Source: an optimization exercise on an open RTL-to-GDS flow (aim: small area). Production flows keep margins and buffers that such runs may drop. Only simulation tests tie the RTL to the original design; equivalence was not proved.

==> flow/design.v <==
module AudDSP (
    input i_rst_n,
    input i_clk,
    input i_start,  
    input i_pause,  
    input [2:0] i_speed,
    input i_is_slow,
    input i_slow_mode,
    input i_daclrck,                
    input signed [15:0] i_sram_data,
    input [19:0] i_sram_stop_addr,  
    output signed [15:0] o_dac_data,
    output o_en,                    
    output o_is_pause,
    output [19:0] o_sram_addr
);
    localparam S_IDLE = 0;
    localparam S_PAUSE = 1;
    localparam S_PLAY = 2;
    localparam S_EMPTY = 3;
    reg [2:0] state_r, state_w;
    reg is_pause_r, is_pause_w;
    reg is_slow_r, is_slow_w;
    reg slow_mode_r, slow_mode_w;
    reg [2:0] speed_r, speed_w;
    reg [3:0] slow_counter_r, slow_counter_w;
    reg [1:0] get_data_counter_r, get_data_counter_w;
    reg [19:0] addr_r, addr_w;
    reg signed [15:0] sram_data_r, sram_data_w, sram_data_next_r, sram_data_next_w;
    reg [15:0] o_data_r, o_data_w;
    assign o_en = !i_daclrck;
    assign o_dac_data = o_data_r;
    assign o_sram_addr = addr_r;
    assign o_is_pause = is_pause_r;
    always @(*) begin
        state_w = state_r;
        case(state_r)
            S_IDLE: begin
                if(i_start)         state_w = S_PAUSE;
                else                state_w = S_IDLE;
            end
            S_PAUSE: begin
                if(!is_pause_r)     state_w = S_PLAY;
                else                state_w = S_PAUSE;
            end
            S_PLAY: begin
                if(is_pause_r)      state_w = S_PAUSE;
                else begin
                    if(!i_daclrck)  state_w = S_EMPTY;
                    else            state_w = S_PLAY;
                end
            end
            S_EMPTY: begin
                if(is_pause_r)      state_w = S_PAUSE;
                else begin
                    if(!i_daclrck)  state_w = S_EMPTY;
                    else            state_w = S_PLAY;
                end
            end
        endcase
    end
    always @(*) begin
        slow_counter_w = slow_counter_r;
        case(state_r)
            S_IDLE:     slow_counter_w = 0;
            S_PAUSE:    slow_counter_w = 0;
            S_PLAY: begin
                if(is_slow_r && !is_pause_r && i_daclrck) begin
                    if(slow_counter_r == speed_r)   slow_counter_w = 0;
                    else                            slow_counter_w = slow_counter_r + 1;
                end
            end
        endcase
    end
    always @(*) begin
        get_data_counter_w = get_data_counter_r;
        case(state_r)
            S_IDLE:     get_data_counter_w = 0;
            S_PAUSE:    get_data_counter_w = 0;
            S_PLAY: begin
                if(get_data_counter_r < 3)  get_data_counter_w = get_data_counter_r + 1;
            end
            S_EMPTY:    get_data_counter_w = 0;
        endcase
    end
    always @(*) begin
        is_pause_w = is_pause_r;
        case(state_r)
            S_IDLE:                 is_pause_w = 1;
            S_PAUSE: if(i_pause)    is_pause_w = 0;
            S_PLAY:  if(i_pause)    is_pause_w = 1;
            S_EMPTY: if(i_pause)    is_pause_w = 1;
        endcase
    end
    always @(*) begin
        is_slow_w = is_slow_r;
        slow_mode_w = slow_mode_r;
        speed_w = speed_r;
        case(state_r)
            S_IDLE: begin
                is_slow_w = 0;
                slow_mode_w = 0;
                speed_w = 0;
            end
            S_PAUSE: begin
                is_slow_w = i_is_slow;
                slow_mode_w = i_slow_mode;
                speed_w = i_speed;
            end
            S_PLAY: begin
                is_slow_w = is_slow_r;
                slow_mode_w = slow_mode_r;
                speed_w = speed_r;
            end
            S_EMPTY: begin
                is_slow_w = i_is_slow;
                slow_mode_w = i_slow_mode;
                speed_w = i_speed;
            end
        endcase
    end
    reg [20:0] temp_addr;      
    always @(*) begin
        addr_w = addr_r;
        temp_addr = addr_r;
        case(state_r)
            S_IDLE:     temp_addr = 0;
            S_PLAY: begin
                if(get_data_counter_r == 0) begin
                    if(is_slow_r) begin
                        if(slow_counter_r == 0)     temp_addr = addr_r + 1;
                    end
                    else                            temp_addr = addr_r + speed_r + 1;
                end
            end
        endcase
        if(temp_addr > i_sram_stop_addr)    addr_w = 0;
        else                                addr_w = temp_addr;
    end
    always @(*) begin
        sram_data_w = sram_data_r;
        sram_data_next_w = sram_data_next_r;
        case(state_r)
            S_IDLE: begin
                sram_data_w = 0;
                sram_data_next_w = 0;
            end
            S_PAUSE: begin
                sram_data_next_w = i_sram_data;
            end
            S_PLAY: begin
                if(get_data_counter_r == 2) begin
                    if(is_slow_r)begin           
                        if(slow_counter_r == 0) begin
                            sram_data_w = sram_data_next_r;
                            sram_data_next_w = i_sram_data;
                        end
                    end
                    else begin                   
                        sram_data_w = sram_data_next_r;
                        sram_data_next_w = i_sram_data;
                    end
                end
            end
        endcase
    end
    reg signed [16:0] diff;
    reg signed [20:0] diff_counter_prod;
    reg signed [20:0] diff_counter_prod_div_speed;
    always @(*) begin
        o_data_w = o_data_r;
        diff = 0;
        diff_counter_prod = 0;
        diff_counter_prod_div_speed = 0;
        case(state_r)
            S_IDLE: o_data_w = 0;
            S_PLAY: begin
                if(get_data_counter_r == 3) begin
                    if(is_slow_r) begin
                        if(slow_mode_r) begin
                            diff = $signed(sram_data_next_r) - $signed(sram_data_r);
                            diff_counter_prod = $signed(diff) * $signed({1'b0, slow_counter_r});
                            diff_counter_prod_div_speed = $signed($signed(diff_counter_prod) / $signed({1'b0, speed_r + 1}));
                            o_data_w = $signed($signed(sram_data_r) + $signed(diff_counter_prod_div_speed));
                        end
                        else o_data_w = sram_data_r;
                    end
                    else o_data_w = sram_data_r;
                end
            end
        endcase
    end
    always_ff @(posedge i_clk or negedge i_rst_n) begin
        if(!i_rst_n) begin
            state_r <= S_IDLE;
            is_pause_r <= 1;
            addr_r <= 0;
            speed_r <= 0;
            o_data_r <= 0;
            is_slow_r <= 0;
            slow_mode_r <= 0;
            sram_data_r <= 0;
            slow_counter_r <= 0;
            sram_data_next_r <= 0;
            get_data_counter_r <= 0;
        end
        else begin
            state_r <= state_w;
            is_pause_r <= is_pause_w;
            addr_r <= addr_w;
            speed_r <= i_speed;
            o_data_r <= o_data_w;
            is_slow_r <= i_is_slow;
            slow_mode_r <= i_slow_mode;
            sram_data_r <= sram_data_w;
            slow_counter_r <= slow_counter_w;
            sram_data_next_r <= sram_data_next_w;
            get_data_counter_r <= get_data_counter_w;
        end
    end
endmodule
==> flow/run.sh <==
#!/bin/bash
# synth_recipe.tcl (not shown) runs the flow's synth.tcl, then flattens the netlist and writes it again
# the make line also repeats each setting of config.mk as NAME=value (left out here)
make -C /OpenROAD-flow-scripts/flow DESIGN_CONFIG=/design/flow/config.mk WORK_HOME=/design/flow/orfs CLKGATE_MAP_FILE= SYNTH_SCRIPT=/design/flow/synth_recipe.tcl finish
==> flow/config.mk <==
export PLATFORM = sky130hd
export DESIGN_NAME = AudDSP
export DESIGN_NICKNAME = AudDSP
export VERILOG_FILES = /design/flow/design.v
export SDC_FILE = /design/flow/constraint.sdc
export NUM_CORES = 4
export LEC_CHECK = 0
export CAP_MARGIN = 20
export CORE_MARGIN = 2
export CORE_UTILIZATION = 40
export SLEW_MARGIN = 20
==> flow/constraint.sdc <==
create_clock -name core_clock -period 100.0 [get_ports {i_clk}]
set_input_delay 20.0000 -clock core_clock [delete_from_list [all_inputs] [get_ports {i_clk}]]
set_output_delay 20.0000 -clock core_clock [all_outputs]
set_load 0.01 [all_outputs]
==> key figures, run 1 <==
Outcome
  • Outcome: no timing/DRC/antenna violations

STA
  • Fmax: 0.0125 GHz
  • Final Skew: 0.00875 ns
  • Unrepaired setup endpoints after global routing: false
  • Hold Vio Cnt, Final: 0
  • Period minus WS final: 79.99 ns
  • Final setup fails: 0
  • Worst slew margin: 0.285
  • Post-route clock period utilization: 0.800
  • Final setup TNS: 0 ns
  • Slew @ Worst Pin: 1.06 ns
  • Slew Limit Fails: 0
  • Min Hold Slack: 0.481 ns

Worst setup path
  • Critical Path RT: 100.20 ns
  • CP arrival: 80.19 ns
  • Critical path launch point type: register
  • CP Max Fanout: 37
  • Worst Setup Path Type: reg -> reg
  • Crit path top cell by count: ha_1
  • Slowest-stage cell, CP: nor4_2
  • CP max stage delay: 0.81 ns
  • Worst setup EP type: register

Clock network
  • Clock transition at path regs: roughly 0.06 ns
  • Hold_buf cts: 0
  • H-tree depth: 3
  • Root buffer cell: clkbuf_16
  • CTS Buf Count: 9
  • CTS tree: done
  • Worst skew pair latency: 0.33 ns
  • Deepest clock path buffer count: 2
  • Number of buffers added for setup after CTS: 0
  • CTS Sinks: 82
  • Post-CTS sizing: 0

Detailed routing
  • Routed wl met3: 3520 um
  • M1 WL: 42300 um
  • Via count: ~30000
  • Max layer used: met4
  • Drt total wl: 85900 um
  • Final ANT Viol Nets: 0
  • Drt pass-1 iters: 8
  • Initial DRC Count: 1963
  • DRC Markers: 0
  • Vias per cell: a little over 6
  • Routed WL per cell: between 15 and 20 um
  • Met2 Routed Length: 38800 um

Synth
  • Synth Cell Area: approximately 0.028 mm2
  • Dominant cell type by area after synthesis: ha_1
  • Post-synthesis simple-gate area fraction: 0.322
  • Synth top area cells: ha_1 (10%), dfrtp_1 (7.2%), xnor2_1 (5.4%)
  • Cells after Synth: a little under 4000
  • Main synth FF type: dfrtp_1
  • Yosys warnings: 1
  • Post-synth top area share: 0.104
  • Number of library cell types mapped by synthesis: 161
  • Post-synthesis compound-gate area fraction: 0.309
  • Main combinational cell family by area after synthesis: simple AND/OR/NAND/NOR gates
  • Synth Register Bits: 82
  • Top cells by count, synth: nand2_1 (383), nor2_1 (346), a21oi_1 (253), ha_1 (235), o21ai_0 (198)
  • Xor-xnor portion of the synthesized cell area: 0.0883
  • EDFF count, synth: 0
  • Most frequent cell after synthesis: nand2_1
  • Adder-cell share of the synthesized area: 0.130
  • Asr flop ratio synth: 1.00
  • Synthesized area per cell: 7.22 um2
  • Fraction of synthesized area in multiplexers: 0.0303
  • Seq/Total Area, Yosys: 0.0725

Die
  • Initial core utilization: 0.404
  • Die Wd: 270 um
  • Die height: 270 um
  • Rows: 97
  • Total die area: 0.0730 mm2
  • Io pins: 84
  • Core ar.: ~0.070 mm2

Place
  • HPWL after DPL: 70500 um
  • Gpl congestion: 0.973
  • Buffers on Ports: 83
  • Inst Count DP: 4864

Global routing
  • GRT Total Usage: 0.226
  • Gr ovfl total: 0
  • Initial antenna violation count: 0
  • First-pass GRT wire length: ~140000 um
  • Largest net degree at the start of global routing: 69
  • Vias in the first global route: about 27000

Cells and area
  • Fraction of layout cells with a size suffix above 1: 0.0701
  • Final Non-Filler Cells: 4879
  • ANT cells: 0
  • Synthesis-to-finish area growth: 6.68%
  • Layout Nets: about 4300

Min path
  • HP Class: reg -> reg

Run
  • Max-Cap Viols: 0
stage by stage:
step                      utilization  area (um2)  worst slack (ns)
after floorplan                     -       28400             31.56
after global placement          0.428       30000             23.34
after detailed placement        0.428       30000             20.99
after CTS                       0.432       30200             20.80
after global routing            0.432       30200             12.30
final                           0.432       30200             20.01
state kept, by name (all words and copies together) (netlist names):
register and cells:
o_data_r 16, is_slow_r 1, addr_r 20, is_pause_r 1
get_data_counter_r 2, sram_data_next_r 16, sram_data_r 16, state_r 2
slow_counter_r 4, slow_mode_r 1, speed_r 3
area by class of cell:
cell class / count / area (um2)
tap: 940 / 1180
sequential: 82 / 2050
multi-input combinational: 3547 / 25000
inverter: 188 / 706
fill: 7349 / 39800
clock inverter: 3 / 17.5
clock buffer: 12 / 246
timing repair buffer: 107 / 1010
worst paths after layout:
kind	startpoint	endpoint	slack, ns	cells past startpoint
min in group asynchronous	i_rst_n	addr_r[16]$_DFF_PN0_	19.52	1
max in group asynchronous	i_rst_n	speed_r[0]$_DFF_PN0_	79.30	2
hold reg to reg	o_data_r[14]$_DFFE_PN0P_	o_data_r[14]$_DFFE_PN0P_	0.48	2
setup / recovery	speed_r[0]$_DFF_PN0_	o_data_r[15]$_DFFE_PN0P_	20.01	316
setup reg to reg	speed_r[0]$_DFF_PN0_	o_data_r[15]$_DFFE_PN0P_	20.01	316
hold / removal	o_data_r[14]$_DFFE_PN0P_	o_data_r[14]$_DFFE_PN0P_	0.48	2
cell usage in the layout (no fill, tap or decap), types with 37 or more instances in the layout:
cell             count
o21a_1              88
xor2_1              91
nand4_1             67
fa_1                37
a211oi_1            50
a31oi_1             59
mux2i_1             51
o31ai_1             49
and2_1             125
nand3_1            115
inv_1              188
a21oi_1            253
or2_2               42
xnor2_1            173
and3_1              66
or3_1               60
nand2b_1            51
o211ai_1            42
nor2_1             346
nor3_1             134
a21o_1              96
dfrtp_1             80
o21ai_0            198
clkdlybuf4s50_1     82
nand2_1            383
ha_1               235
cell families (layout without fill, tap and decap cells):
family,Yosys count,after routing
adders and majority gates,273,273
other,1,12
muxes,80,80
buffers and inverters,303,310
AOI/OAI and AO/OA,1224,1224
and+or+nand+nor,1681,1681
DFF,82,82
xor gates and xnor gates,277,277
per-layer routing:
metal  track usage  vias up
li1              -    14750
met1         0.322    13865
met2         0.377      727
met3        0.0159       82
met4        0.0385        0
met5             0        -
worst max-delay path: cells and delay by family, from the launching register on:
family	cells	cell delay (ns)
and+or+nand+nor	128	35.57
AOI/OAI and AO/OA	133	28.56
adders and majority gates	34	10.18
muxes	10	2.95
buffers and inverters	7	1.49
xor gates and xnor gates	4	0.52
DFF	1	0.34
==> run 2, diff against run 1 <==
==> flow/design.v (replaced) <==
module AudDSP (
    input i_rst_n,
    input i_clk,
    input i_start,
    input i_pause,
    input [2:0] i_speed,
    input i_is_slow,
    input i_slow_mode,
    input i_daclrck,
    input signed [15:0] i_sram_data,
    input [19:0] i_sram_stop_addr,
    output signed [15:0] o_dac_data,
    output o_en,
    output o_is_pause,
    output [19:0] o_sram_addr
);
    localparam S_IDLE  = 2'd0;
    localparam S_PAUSE = 2'd1;
    localparam S_PLAY  = 2'd2;
    localparam S_EMPTY = 2'd3;
    reg [1:0]  state_r;
    reg        is_pause_r;
    reg [19:0] addr_r;
    reg [15:0] o_data_r;
    reg [15:0] sram_data_r;
    reg [2:0]  speed_r;
    reg        is_slow_r;
    reg        slow_mode_r;
    reg [3:0]  slow_counter_r;
    reg [1:0]  get_data_counter_r;
    reg [15:0] sram_data_next_r;
    assign o_en = !i_daclrck;
    assign o_dac_data = o_data_r;
    assign o_sram_addr = addr_r;
    assign o_is_pause = is_pause_r;
    wire idle  = state_r == S_IDLE;
    wire pause = state_r == S_PAUSE;
    wire play  = state_r == S_PLAY;
    wire empty = state_r == S_EMPTY;
    wire play0 = play && get_data_counter_r == 2'd0;
    wire play2 = play && get_data_counter_r == 2'd2;
    wire play3 = play && get_data_counter_r == 2'd3;
    wire sc_zero = slow_counter_r == 4'd0;
    wire fetch   = !is_slow_r || sc_zero;
    reg [1:0] state_w;
    always @(*) begin
        case (state_r)
            S_IDLE:  state_w = i_start ? S_PAUSE : S_IDLE;
            S_PAUSE: state_w = is_pause_r ? S_PAUSE : S_PLAY;
            default: state_w = is_pause_r ? S_PAUSE : (i_daclrck ? S_PLAY : S_EMPTY);
        endcase
    end
    wire [3:0]  addr_inc = !play0 ? 4'd0 : (is_slow_r ? {3'd0, sc_zero} : {1'b0, speed_r} + 4'd1);
    wire [20:0] temp_addr = {1'b0, addr_r} + {17'd0, addr_inc};
    wire [19:0] addr_w = (temp_addr > {1'b0, i_sram_stop_addr}) ? 20'd0 : temp_addr[19:0];
    wire [15:0] interp;
    AudDSP_interp u_interp (
        .cur(sram_data_r), .nxt(sram_data_next_r),
        .k((is_slow_r && slow_mode_r) ? slow_counter_r : 4'd0),
        .sp(speed_r), .out(interp)
    );
    always @(posedge i_clk or negedge i_rst_n) begin
        if (!i_rst_n) begin
            state_r     <= S_IDLE;
            is_pause_r  <= 1'b1;
            addr_r      <= 20'd0;
            o_data_r    <= 16'd0;
            sram_data_r <= 16'd0;
        end else begin
            state_r <= state_w;
            if (pause)                      is_pause_r <= is_pause_r && !i_pause;
            else if (play || empty)         is_pause_r <= is_pause_r || i_pause;
            addr_r <= addr_w;
            if (play3)                      o_data_r <= interp;
            if (play2 && fetch)             sram_data_r <= sram_data_next_r;
        end
    end
    always @(posedge i_clk) begin
        speed_r     <= i_speed;
        is_slow_r   <= i_is_slow;
        slow_mode_r <= i_slow_mode;
        if (pause || (play2 && fetch)) sram_data_next_r <= i_sram_data;
        if (!play) get_data_counter_r <= 2'd0;
        else if (get_data_counter_r != 2'd3) get_data_counter_r <= get_data_counter_r + 2'd1;
        if (pause || idle) slow_counter_r <= 4'd0;
        else if (play && is_slow_r && i_daclrck)
            slow_counter_r <= (slow_counter_r == {1'b0, speed_r}) ? 4'd0 : slow_counter_r + 4'd1;
    end
endmodule
module AudDSP_interp (
    input  [15:0] cur,
    input  [15:0] nxt,
    input  [3:0]  k,
    input  [2:0]  sp,
    output [15:0] out
);
    wire signed [16:0] diff = $signed({nxt[15], nxt}) - $signed({cur[15], cur});
    wire neg = diff[16];
    wire signed [20:0] prod = diff * $signed({1'b0, k}) + $signed({18'd0, neg ? sp : 3'd0});
    wire [3:0] dv = {1'b0, sp} + 4'd1;
    reg [2:0] rem [0:20];
    reg [15:0] quo;
    integer i;
    reg [4:0] t;
    reg [4:0] sub;
    always @(*) begin
        rem[20] = prod[20] ? sp : 3'd0;
        quo = 16'd0;
        for (i = 19; i >= 0; i = i - 1) begin
            t = {1'b0, rem[i+1], prod[i]};
            sub = t - {1'b0, dv};
            if (!sub[4]) rem[i] = sub[2:0];
            else         rem[i] = t[2:0];
            if (i < 16) quo[i] = !sub[4];
        end
    end
    assign out = cur + quo;
endmodule
==> key figures, run 2 <==
Cells and area
  • Filler instances: 2546
  • Final instance area: 0.0122 mm2
  • Fraction of layout cells with a size suffix above 1: 0.0489
  • Most common cell after layout, fill and taps aside: inv_1
  • Largest Register: addr_r
  • Layout Nets: 1605
  • ANT cells: 0
  • Final Non-Filler Cells: 1665
  • Synthesis-to-finish area growth: 14.8%
  • Most frequent cells in the layout: inv_1 (183), ha_1 (176), nor2_1 (122), clkdlybuf4s50_1 (82), nand2_1 (77)
  • Max FFs per register: 20

Clock network
  • Clock transition at path regs: 0.07 ns
  • CTS tree: done
  • CTS Buf Count: 9
  • Root buffer cell: clkbuf_16
  • Worst skew pair latency: 0.35 ns
  • CTS Sinks: 82
  • Deepest clock path buffer count: 2
  • Number of buffers added for setup after CTS: 0
  • Post-CTS sizing: 0
  • H-tree depth: 3
  • Hold_buf cts: 0

Detailed routing
  • DRC Markers: 0
  • Routed WL per cell: 14.7 um
  • Vias per cell: 5.08
  • Drt pass-1 iters: 6
  • Drt total wl: 24400 um
  • Final ANT Viol Nets: 0
  • Initial DRC Count: 293
  • Via count: between 8000 and 9000

Die
  • Initial core utilization: 0.408
  • Rows: 59
  • Die height: 167 um
  • Die Wd: 167 um
  • Core ar.: roughly 0.026 mm2
  • Total die area: 0.0279 mm2
  • Io pins: 84

STA
  • Slew @ Worst Pin: about 0.86 ns
  • Setup ws final: 58.94 ns
  • Final Skew: 0.0119 ns
  • Fmax: 0.0244 GHz
  • Final setup fails: 0
  • Final setup TNS: 0 ns
  • Slew Limit Fails: 0
  • Period minus WS final: just over 40 ns
  • Unrepaired setup endpoints after global routing: false
  • Hold Vio Cnt, Final: 0
  • Worst slew margin: 0.429
  • Post-route clock period utilization: 0.411

Worst setup path
  • Critical Path RT: 80.00 ns
  • Worst Setup Path Type: in -> out
  • CP Max Fanout: 3
  • Critical path launch point type: input pin
  • CP arrival: between 20 and 25 ns
  • Worst setup EP type: output pin
  • Critical R2R Launch: sram_data_next_r[0]$_DFFE_PP_
  • CP Launch Point: i_daclrck

Global routing
  • Initial antenna violation count: 0
  • Largest net degree at the start of global routing: 56
  • First-pass GRT wire length: 40300 um
  • Vias in the first global route: 8364
  • Gr ovfl total: 0
  • GRT Total Usage: 0.175

Place
  • Dpl ws: 58.95 ns
  • Gpl congestion: 0.847
  • HPWL after DPL: 20100 um
  • Inst Count DP: roughly 1600
  • Buffers on Ports: 83
  • Cell area after placement: 0.0119 mm2

Synth
  • Seq/Total Area, Yosys: 0.196
  • Synth Register Bits: 82
  • Synthesized area per cell: 8.56 um2
  • Most frequent cell after synthesis: inv_1
  • Cells after Synth: 1241
  • Synth top area cells: ha_1 (21%), dfrtp_1 (13%), fa_1 (11%)
  • EDFF count, synth: 16
  • Dominant cell type by area after synthesis: ha_1
  • Number of library cell types mapped by synthesis: slightly below 70
  • Synth Cell Area: 0.0106 mm2
  • Top cells by count, synth: inv_1 (183), ha_1 (176), nor2_1 (122), nand2_1 (77), a21oi_1 (75)
  • Main synth FF type: dfrtp_1
  • Asr flop ratio synth: 0.671
  • Post-synth top area share: 0.207
  • Yosys warnings: 3

Run
  • Max-Cap Viols: 0

Min path
  • Hold Crit Start: o_data_r[6]$_DFFE_PN0P_
  • HP Class: reg -> reg

Outcome
  • Outcome: no timing/DRC/antenna violations
[run 2: final timing paths]
kind	slack (ns)	endpoint	depth (start not counted)
worst max-delay path	58.94	o_en	3
worst min-delay path	0.49	o_data_r[6]$_DFFE_PN0P_	2
worst max register to register	66.35	o_data_r[14]$_DFFE_PN0P_	122
worst min register to register	0.49	o_data_r[6]$_DFFE_PN0P_	2
max in group asynchronous	79.68	state_r[0]$_DFF_PN0_	2
min in group asynchronous	19.78	sram_data_r[13]$_DFFE_PN0P_	2
[run 2: through the flow]
step	util	hold slack, ns
3_3_place_gp	0.456	0.466
4_1_cts	0.468	0.485
3_5_place_dp	0.456	0.471
6_report	0.468	0.486
5_1_grt	0.468	0.517
2_1_floorplan	-	0.456
[run 2: cell families after synthesis]
kind of cell | count (synthesis) | share of synthesized area
adder cells (fa/ha/maj) | 234 | 0.317
AND/OR/NAND/NOR | 341 | 0.152
XOR/XNOR | 82 | 0.0683
flip-flops | 82 | 0.196
AO/OA/AOI/OAI | 265 | 0.160
multiplexers | 35 | 0.0360
buffers and inverters | 202 | 0.0715
[run 2: layout make-up]
| cell class | instances | area (um2) | area share |
|---|---|---|---|
| multi-input cells | 957 | 7790 | 0.639 |
| flip-flops and latches | 82 | 2080 | 0.170 |
| repair buffers | 92 | 893 | 0.0733 |
| inverters | 183 | 687 | 0.0563 |
| well taps | 335 | 419 | 0.0344 |
| clock buffers | 10 | 250 | 0.0205 |
| clock inverters | 6 | 70.1 | 0.00575 |
[run 2: per-layer routing]
layer  wire [um]  share of wire  track usage  up-vias
met3         964          0.040       0.0252       22
met2       11400           0.47        0.300      129
li1            -              -            -     4380
met1       11700           0.48        0.234     3921
met5           0              0            0        -
met4         339          0.014       0.0394        0
[run 2: worst max-delay path, cell delays in order]
cell	delay (ns)
clkdlybuf4s50_1	0.45
inv_1	0.09
clkdlybuf4s50_1	0.53

==> what the ideal ports hide <==
The results above use ideal ports. As a check the final layouts listed here were re-extracted and re-timed, cells and wires unchanged.
Step 1 assumes that a clkbuf_16 drives the clock port and a buf_2 every other input.
Step 2 moves the port delays by t, midway between the first and last clock arrival at a register: inputs arrive t later, outputs are due t later. That takes back most of the time a late clock gives input paths.
Slacks: no drivers / after step 1 / after step 2; pairs: no drivers / after step 1.
run	t, ns	slack for setup (ns)	worst hold slack (ns)	pins driven straight from the clock port
run 1	0.366	20.009 / 20.009 / 20.009	0.481 / 0.481 / 0.481	1
run 2	0.382	58.936 / 58.912 / 58.912	0.486 / 0.486 / 0.486	1
After both steps every run listed still meets setup and hold. For run 2, which loses most, drivers alone change the setup slack by -0.024 ns; drivers and shift together by -0.024 ns.
